Source: an optimization exercise on an open RTL-to-GDS flow (aim: small area, a short achievable clock period and few clock cycles). Production flows keep margins and buffers that such runs may drop.
Function was checked by simulation only, so behaviour that the tests miss may differ from the original.
Power figures rest on the tool's default switching activity, not on a simulated workload.

==> run a: inputs <==
==> flow/design.v <==
module CHIP(clk,
            rst_n,
            mem_wen_D,
            mem_addr_D,
            mem_wdata_D,
            mem_rdata_D,
            mem_addr_I,
            mem_rdata_I
    );
    input         clk, rst_n ;
    output        mem_wen_D  ;
    output [31:0] mem_addr_D ;
    output [31:0] mem_wdata_D;
    input  [31:0] mem_rdata_D;
    output [31:0] mem_addr_I ;
    input  [31:0] mem_rdata_I;
    reg  [31:2] pc;
    reg         ex_valid, ex_replay;
    reg  [4:0]  ex_rd;
    reg         ex_wb, ex_inv, ex_imm_en, ex_ld, ex_st, ex_beq, ex_jalr, ex_mul, ex_xor, ex_slt, ex_lnk, ex_pred, ex_aui, ex_pcs;
    reg  [19:0] ex_imm;
    reg  [31:0] opA, opB;
    reg  [31:2] ex_pc;
    reg  [31:0] mS, mC;
    reg         mul_fin;
    reg         m_wb, m_ld, m_st;
    reg  [4:0]  m_rd;
    reg  [31:0] m_res, m_sdata;
    reg  [31:0] rf [1:31];
    reg  [31:1] rfv;           
    wire [31:0] inst = mem_rdata_I;
    wire [4:0]  rs1 = inst[19:15];
    wire [4:0]  rs2 = inst[24:20];
    wire [4:0]  rd  = inst[11:7];
    wire i_opimm = ~inst[6] & ~inst[5] &  inst[4] & ~inst[2];
    wire i_op    = ~inst[6] &  inst[5] &  inst[4];
    wire i_load  = ~inst[6] & ~inst[5] & ~inst[4];
    wire i_store = ~inst[6] &  inst[5] & ~inst[4];
    wire i_auipc = ~inst[6] &  inst[4] &  inst[2];
    wire i_beq   =  inst[6] & ~inst[2];
    wire i_jalr  =  inst[6] &  inst[2] & ~inst[3];
    wire i_jal   =  inst[6] &  inst[3];
    wire i_slti  = i_opimm & inst[13];
    wire i_mul   = i_op & inst[25];
    wire i_xor   = i_op & inst[14];
    wire i_sub   = i_op & inst[30];
    wire use_rs1 = ~(inst[2] & (inst[3] | inst[4]));
    wire use_rs2 = inst[5] & ~inst[2];
    wire [31:0] immI = {{20{inst[31]}}, inst[31:20]};
    wire [31:2] immBJ = inst[3] ? {{12{inst[31]}}, inst[19:12], inst[20], inst[30:22]}
                                : {{20{inst[31]}}, inst[7], inst[30:25], inst[11:9]};
    function [29:0] inc30;
        input [29:0] x;
        integer j;
        begin
            inc30[0] = ~x[0];
            for (j = 1; j < 30; j = j + 1)
                inc30[j] = x[j] ^ (&(x | ~((30'd1 << j) - 30'd1)));
        end
    endfunction
    wire [31:2] pc4    = inc30(pc);
    wire [31:2] tgt_if = pc + immBJ;
    function [31:0] rf_init;
        input [4:0] a;
        begin
            case (a)
                5'd2:    rf_init = 32'h7fffeffc;
                5'd3:    rf_init = 32'h10008000;
                default: rf_init = 32'h0;
            endcase
        end
    endfunction
    wire [31:0] dec1 = 32'd1 << rs1;
    wire [31:0] dec2 = 32'd1 << rs2;
    wire [31:1] sel1 = dec1[31:1] & rfv;
    wire [31:1] sel2 = dec2[31:1] & rfv;
    reg  [31:0] rd1, rd2;
    integer k;
    always @(*) begin
        rd1 = ({32{dec1[2] & ~rfv[2]}} & rf_init(5'd2)) | ({32{dec1[3] & ~rfv[3]}} & rf_init(5'd3));
        rd2 = ({32{dec2[2] & ~rfv[2]}} & rf_init(5'd2)) | ({32{dec2[3] & ~rfv[3]}} & rf_init(5'd3));
        for (k = 1; k < 32; k = k + 1) begin
            rd1 = rd1 | ({32{sel1[k]}} & rf[k]);
            rd2 = rd2 | ({32{sel2[k]}} & rf[k]);
        end
    end
    wire        stall_ex = ex_valid & ex_mul & ~mul_fin;
    wire [31:0] immx    = ex_aui ? {ex_imm, 12'd0} :
                          ex_beq ? {{19{ex_imm[11]}}, ex_imm[11:0], 1'b0} :
                          ex_imm_en ? {{20{ex_imm[11]}}, ex_imm[11:0]} : opB;
    wire [31:0] bop     = ex_inv ? ~immx : immx;
    wire [31:0] aop     = ex_pcs ? {ex_pc, 2'b00} : opA;
    wire [31:2] ex_pc4  = ex_pc + 30'd1;
    wire [31:0] sum     = aop + bop + {31'd0, ex_inv};
    wire        slt     = (opA[31] == bop[31]) ? opA[31] : sum[31];
    wire [31:0] ex_res  = ex_xor ? (opA ^ opB) :
                          ex_slt ? {31'd0, slt} :
                          ex_lnk ? {ex_pc4, 2'b00} : sum;
    wire        e_we    = ex_valid & ex_wb;           
    wire        taken   = (opA == opB);
    wire        redirect = ex_replay | (ex_valid & (ex_jalr | (ex_beq & (taken != ex_pred))));
    wire [31:2] redir_pc = ex_replay ? ex_pc : (ex_beq & ex_pred) ? ex_pc4 : sum[31:2];
    wire [31:0] m_result = m_ld ? mem_rdata_D : m_res;
    assign mem_addr_I  = {pc, 2'b00};
    assign mem_addr_D  = m_res;
    assign mem_wdata_D = m_sdata;
    assign mem_wen_D   = m_st;
    wire        f1e = e_we && (ex_rd == rs1);
    wire        f2e = e_we && (ex_rd == rs2);
    wire        f1m = m_wb && (m_rd == rs1);
    wire        f2m = m_wb && (m_rd == rs2);
    wire [31:0] rs1v = f1e ? ex_res : f1m ? m_result : rd1;
    wire [31:0] rs2v = f2e ? ex_res : f2m ? m_result : rd2;
    wire        hazard = ex_ld & ((f1e & use_rs1) | (f2e & use_rs2));
    wire        pred_b  = i_jal | (i_beq & (inst[31] | (rs1 == rs2)));
    wire        pred    = pred_b;
    wire [31:2] pred_pc = tgt_if;
    function [63:0] csa;    
        input [31:0] a, b, c;
        reg   [31:0] s, q;
        begin
            s = a ^ b ^ c;
            q = (a & b) | (a & c) | (b & c);
            csa = {q[30:0], 1'b0, s};
        end
    endfunction
    wire [31:0] pp0 = opB[0] ? opA        : 32'd0;
    wire [31:0] pp1 = opB[1] ? {opA[30:0], 1'b0} : 32'd0;
    wire [31:0] pp2 = opB[2] ? {opA[29:0], 2'b0} : 32'd0;
    wire [31:0] pp3 = opB[3] ? {opA[28:0], 3'b0} : 32'd0;
    wire [63:0] l1a = csa(mS, mC, pp0);
    wire [63:0] l1b = csa(pp1, pp2, pp3);
    wire [63:0] l2  = csa(l1a[31:0], l1a[63:32], l1b[31:0]);
    wire [63:0] l3  = csa(l2[31:0], l2[63:32], l1b[63:32]);
    wire        mul_last = (opB[31:4] == 28'd0);
    always @(posedge clk or negedge rst_n) begin
        if (!rst_n) begin
            pc       <= 30'h00100000;
            ex_valid <= 1'b0;
            ex_replay <= 1'b0;
            mul_fin  <= 1'b0;
            m_wb     <= 1'b0;
            m_st     <= 1'b0;
            rfv      <= 31'd0;
        end else begin
            mul_fin <= stall_ex & mul_last;
            if (m_wb) rfv[m_rd] <= 1'b1;
            if (redirect)        pc <= redir_pc;
            else if (!stall_ex)  pc <= pred ? pred_pc : pc4;
            if (!stall_ex) begin
                ex_valid  <= ~redirect & ~hazard;
                ex_replay <= ~redirect & hazard;
            end
            m_wb <= e_we & ~stall_ex;
            m_st <= ex_valid & ex_st & ~stall_ex;
        end
    end
    always @(posedge clk) begin
        if (m_wb) rf[m_rd] <= m_result;
        m_ld    <= ex_ld;
        m_rd    <= ex_rd;
        m_res   <= ex_res;
        m_sdata <= opB;
        ex_pc   <= pc;
        ex_imm  <= i_auipc ? inst[31:12] :
                   {8'd0, i_store ? {inst[31:25], inst[11:7]} :
                          i_beq   ? {inst[31], inst[7], inst[30:25], inst[11:8]} : inst[31:20]};
        if (stall_ex) begin
            mS <= mul_last ? 32'd0 : l3[31:0];
            mC <= mul_last ? 32'd0 : l3[63:32];
            opA <= mul_last ? l3[31:0]  : {opA[27:0], 4'd0};
            opB <= mul_last ? l3[63:32] : {4'd0, opB[31:4]};
        end else begin
            mS <= 32'd0;
            mC <= 32'd0;
            opA <= rs1v;
            opB <= rs2v;
            ex_rd     <= rd;
            ex_wb     <= ~(i_store | i_beq) & (rd != 5'd0);
            ex_inv    <= i_sub | i_slti;
            ex_imm_en <= ~i_op & ~i_beq;
            ex_ld     <= i_load;
            ex_st     <= i_store;
            ex_beq    <= i_beq;
            ex_jalr   <= i_jalr;
            ex_mul    <= i_mul;
            ex_xor    <= i_xor;
            ex_slt    <= i_slti;
            ex_lnk    <= i_jal | i_jalr;
            ex_aui    <= i_auipc;
            ex_pcs    <= i_auipc | i_beq;
            ex_pred   <= pred;
        end
    end
endmodule
==> flow/run.sh <==
#!/bin/bash
# synth_recipe.tcl (not shown) runs the flow's synth.tcl, then flattens the netlist and writes it again
# the make line also repeats each setting of config.mk as NAME=value (left out here)
make -C /OpenROAD-flow-scripts/flow DESIGN_CONFIG=/design/flow/config.mk WORK_HOME=/design/flow/orfs CLKGATE_MAP_FILE= SYNTH_SCRIPT=/design/flow/synth_recipe.tcl finish
==> flow/config.mk <==
export PLATFORM = sky130hd
export DESIGN_NAME = CHIP
export DESIGN_NICKNAME = CHIP
export VERILOG_FILES = /design/flow/design.v
export SDC_FILE = /design/flow/constraint.sdc
export NUM_CORES = 4
export LEC_CHECK = 0
export CAP_MARGIN = 20
export CORE_MARGIN = 2
export CORE_UTILIZATION = 40
export PLACE_DENSITY = 0.5
export SETUP_SLACK_MARGIN = 5.0
export SLEW_MARGIN = 20
==> flow/constraint.sdc <==
create_clock -name core_clock -period 10.0 [get_ports {clk}]
set_input_delay 2.0000 -clock core_clock [delete_from_list [all_inputs] [get_ports {clk}]]
set_output_delay 2.0000 -clock core_clock [all_outputs]
set_load 0.01 [all_outputs]
==> run b: changes against run a <==
--- a/flow/design.v
+++ b/flow/design.v
@@ -16,6 +16,7 @@
     input  [31:0] mem_rdata_I;
     reg  [31:2] pc;
     reg         ex_valid, ex_replay;
+    reg         ex_fa1, ex_fa2, ex_fb1, ex_fb2;    
     reg  [4:0]  ex_rd;
     reg         ex_wb, ex_inv, ex_imm_en, ex_ld, ex_st, ex_beq, ex_jalr, ex_mul, ex_xor, ex_slt, ex_lnk, ex_pred, ex_aui, ex_pcs;
     reg  [19:0] ex_imm;
@@ -26,6 +27,7 @@
     reg         m_wb, m_ld, m_st;
     reg  [4:0]  m_rd;
     reg  [31:0] m_res, m_sdata;
+    reg  [31:0] w_res;         
     reg  [31:0] rf [1:31];
     reg  [31:1] rfv;           
     wire [31:0] inst = mem_rdata_I;
@@ -44,11 +46,27 @@
     wire i_mul   = i_op & inst[25];
     wire i_xor   = i_op & inst[14];
     wire i_sub   = i_op & inst[30];
-    wire use_rs1 = ~(inst[2] & (inst[3] | inst[4]));
-    wire use_rs2 = inst[5] & ~inst[2];
     wire [31:0] immI = {{20{inst[31]}}, inst[31:20]};
-    wire [31:2] immBJ = inst[3] ? {{12{inst[31]}}, inst[19:12], inst[20], inst[30:22]}
-                                : {{20{inst[31]}}, inst[7], inst[30:25], inst[11:9]};
+    wire [31:2] immJ  = {{12{inst[31]}}, inst[19:12], inst[20], inst[30:22]};
+    wire [31:2] immB  = {{20{inst[31]}}, inst[7], inst[30:25], inst[11:9]};
+    function [29:0] ks_add30;
+        input [29:0] x, y;
+        reg   [29:0] g, p, g2, p2;
+        integer j, d;
+        begin
+            g = x & y;
+            p = x ^ y;
+            for (d = 1; d < 30; d = d * 2) begin
+                g2 = g; p2 = p;
+                for (j = d; j < 30; j = j + 1) begin
+                    g2[j] = g[j] | (p[j] & g[j-d]);
+                    p2[j] = p[j] & p[j-d];
+                end
+                g = g2; p = p2;
+            end
+            ks_add30 = (x ^ y) ^ {g[28:0], 1'b0};
+        end
+    endfunction
     function [29:0] inc30;
         input [29:0] x;
         integer j;
@@ -59,7 +77,9 @@
         end
     endfunction
     wire [31:2] pc4    = inc30(pc);
-    wire [31:2] tgt_if = pc + immBJ;
+    wire [31:2] tgt_j  = ks_add30(pc, immJ);
+    wire [31:2] tgt_b  = ks_add30(pc, immB);
+    wire [31:2] tgt_if = inst[3] ? tgt_j : tgt_b;
     function [31:0] rf_init;
         input [4:0] a;
         begin
@@ -84,23 +104,25 @@
             rd2 = rd2 | ({32{sel2[k]}} & rf[k]);
         end
     end
+    wire [31:0] m_result = m_ld ? mem_rdata_D : m_res;
+    wire [31:0] A = ex_fa1 ? m_res : ex_fa2 ? w_res : opA;
+    wire [31:0] B = ex_fb1 ? m_res : ex_fb2 ? w_res : opB;
     wire        stall_ex = ex_valid & ex_mul & ~mul_fin;
     wire [31:0] immx    = ex_aui ? {ex_imm, 12'd0} :
                           ex_beq ? {{19{ex_imm[11]}}, ex_imm[11:0], 1'b0} :
-                          ex_imm_en ? {{20{ex_imm[11]}}, ex_imm[11:0]} : opB;
+                          ex_imm_en ? {{20{ex_imm[11]}}, ex_imm[11:0]} : B;
     wire [31:0] bop     = ex_inv ? ~immx : immx;
-    wire [31:0] aop     = ex_pcs ? {ex_pc, 2'b00} : opA;
+    wire [31:0] aop     = ex_pcs ? {ex_pc, 2'b00} : A;
     wire [31:2] ex_pc4  = ex_pc + 30'd1;
     wire [31:0] sum     = aop + bop + {31'd0, ex_inv};
-    wire        slt     = (opA[31] == bop[31]) ? opA[31] : sum[31];
-    wire [31:0] ex_res  = ex_xor ? (opA ^ opB) :
+    wire        slt     = (A[31] == bop[31]) ? A[31] : sum[31];
+    wire [31:0] ex_res  = ex_xor ? (A ^ B) :
                           ex_slt ? {31'd0, slt} :
                           ex_lnk ? {ex_pc4, 2'b00} : sum;
     wire        e_we    = ex_valid & ex_wb;           
-    wire        taken   = (opA == opB);
+    wire        taken   = (A == B);
     wire        redirect = ex_replay | (ex_valid & (ex_jalr | (ex_beq & (taken != ex_pred))));
     wire [31:2] redir_pc = ex_replay ? ex_pc : (ex_beq & ex_pred) ? ex_pc4 : sum[31:2];
-    wire [31:0] m_result = m_ld ? mem_rdata_D : m_res;
     assign mem_addr_I  = {pc, 2'b00};
     assign mem_addr_D  = m_res;
     assign mem_wdata_D = m_sdata;
@@ -109,9 +131,7 @@
     wire        f2e = e_we && (ex_rd == rs2);
     wire        f1m = m_wb && (m_rd == rs1);
     wire        f2m = m_wb && (m_rd == rs2);
-    wire [31:0] rs1v = f1e ? ex_res : f1m ? m_result : rd1;
-    wire [31:0] rs2v = f2e ? ex_res : f2m ? m_result : rd2;
-    wire        hazard = ex_ld & ((f1e & use_rs1) | (f2e & use_rs2));
+    wire        hazard = ex_ld & (f1e | f2e);
     wire        pred_b  = i_jal | (i_beq & (inst[31] | (rs1 == rs2)));
     wire        pred    = pred_b;
     wire [31:2] pred_pc = tgt_if;
@@ -124,15 +144,15 @@
             csa = {q[30:0], 1'b0, s};
         end
     endfunction
-    wire [31:0] pp0 = opB[0] ? opA        : 32'd0;
-    wire [31:0] pp1 = opB[1] ? {opA[30:0], 1'b0} : 32'd0;
-    wire [31:0] pp2 = opB[2] ? {opA[29:0], 2'b0} : 32'd0;
-    wire [31:0] pp3 = opB[3] ? {opA[28:0], 3'b0} : 32'd0;
+    wire [31:0] pp0 = B[0] ? A               : 32'd0;
+    wire [31:0] pp1 = B[1] ? {A[30:0], 1'b0} : 32'd0;
+    wire [31:0] pp2 = B[2] ? {A[29:0], 2'b0} : 32'd0;
+    wire [31:0] pp3 = B[3] ? {A[28:0], 3'b0} : 32'd0;
     wire [63:0] l1a = csa(mS, mC, pp0);
     wire [63:0] l1b = csa(pp1, pp2, pp3);
     wire [63:0] l2  = csa(l1a[31:0], l1a[63:32], l1b[31:0]);
     wire [63:0] l3  = csa(l2[31:0], l2[63:32], l1b[63:32]);
-    wire        mul_last = (opB[31:4] == 28'd0);
+    wire        mul_last = (B[31:4] == 28'd0);
     always @(posedge clk or negedge rst_n) begin
         if (!rst_n) begin
             pc       <= 30'h00100000;
@@ -160,7 +180,8 @@
         m_ld    <= ex_ld;
         m_rd    <= ex_rd;
         m_res   <= ex_res;
-        m_sdata <= opB;
+        m_sdata <= B;
+        w_res   <= m_result;
         ex_pc   <= pc;
         ex_imm  <= i_auipc ? inst[31:12] :
                    {8'd0, i_store ? {inst[31:25], inst[11:7]} :
@@ -168,13 +189,21 @@
         if (stall_ex) begin
             mS <= mul_last ? 32'd0 : l3[31:0];
             mC <= mul_last ? 32'd0 : l3[63:32];
-            opA <= mul_last ? l3[31:0]  : {opA[27:0], 4'd0};
-            opB <= mul_last ? l3[63:32] : {4'd0, opB[31:4]};
+            opA <= mul_last ? l3[31:0]  : {A[27:0], 4'd0};
+            opB <= mul_last ? l3[63:32] : {4'd0, B[31:4]};
+            ex_fa1 <= 1'b0;
+            ex_fa2 <= 1'b0;
+            ex_fb1 <= 1'b0;
+            ex_fb2 <= 1'b0;
         end else begin
             mS <= 32'd0;
             mC <= 32'd0;
-            opA <= rs1v;
-            opB <= rs2v;
+            opA <= rd1;
+            opB <= rd2;
+            ex_fa1 <= f1e;
+            ex_fa2 <= f1m;
+            ex_fb1 <= f2e;
+            ex_fb2 <= f2m;
             ex_rd     <= rd;
             ex_wb     <= ~(i_store | i_beq) & (rd != 5'd0);
             ex_inv    <= i_sub | i_slti;
==> flow/flow/run.sh (new file) <==
#!/bin/bash
set -euo pipefail
bash standard.sh 'BUFFER_PORTS_ARGS=-buffer_cell sky130_fd_sc_hd__buf_2' SETUP_SLACK_MARGIN=6.2 finish > standard.log 2>&1
==> flow/standard.sh (new file) <==
#!/bin/bash
# synth_recipe.tcl (not shown) runs the flow's synth.tcl, then flattens the netlist and writes it again
# the make line also repeats each setting of config.mk as NAME=value (left out here)
make -C /OpenROAD-flow-scripts/flow DESIGN_CONFIG=/design/flow/config.mk WORK_HOME=/design/flow/orfs CLKGATE_MAP_FILE= SYNTH_SCRIPT=/design/flow/synth_recipe.tcl "${@:-finish}"
Settings changed: CTS_BUF_LIST set to sky130_fd_sc_hd__clkbuf_8, TNS_END_PERCENT set to 5.
removed: flow/run.sh
==> out/results.tsv <==
metric	value	unit
status	finished clean	
XOR/XNOR Fraction of Synth Area	2.483	%
Seq cells post-synth	1322	
largest net degree at the start of global routing	75	
Pwr per Cell Area	275.2	mW/mm2
combinational logic power	6.86	mW
DRT Wirelength	322.9	mm
routed wl met2	139.2	mm
Cell Area, Synth	0.06421	mm2
Sw Pwr	7.861	mW
-- figures above: run a

==> out/results.tsv <==
metric	value	unit
Sw Pwr	8.801	mW
routed wl met2	145.0	mm
vias post-DR	57332	
sequential power share	37.5	%
global-route met2 utilization	58.52	%
combinational logic power	8.60	mW
XOR/XNOR Fraction of Synth Area	2.670	%
largest net degree at the start of global routing	113	
commonest non-fill, non-tap cells in the layout	1,011 x edfxtp_1, 317 x nand2_1, 311 x a22oi_1, 310 x a22o_1, 309 x nor2_1	
Seq cells post-synth	1358	
status	finished clean	
synthesis-to-finish area growth	15.73	%
Cell Area, Synth	0.06626	mm2
-- figures above: run b

Testbench counts of run a, summed over its fixed seeds: cycles 39,029.
Testbench counts of run b, summed over its fixed seeds: cycles 39,055.

==> afterwards: timing with drivers on the ports <==
No port has a modelled driver above. Below, the same layouts with a new extraction and two added sets of constraints. Step 1 sets driving cells, clkbuf_16 on the clock port and buf_2 on the other inputs (assumed; they add their load-dependent delay and slew). Step 2 also shifts input and output timing later by t, the mid clock arrival at the registers, as if the neighbouring blocks saw the same clock. Slacks: no drivers / after step 1 / after step 2; pairs: no drivers / after step 1.
| run | t, ns | setup WS [ns] | worst slew at a driven data input, ns |
|---|---|---|---|
| run a | 0.876 | 4.851 / 4.910 / 4.034 | 0.08 |
| run b | 1.050 | 5.387 / 5.438 / 4.387 | 0.09 |
After both steps setup and hold are still met in every run listed. For run b, which loses most, drivers alone change the setup slack by +0.051 ns; drivers and shift together by -1.000 ns.
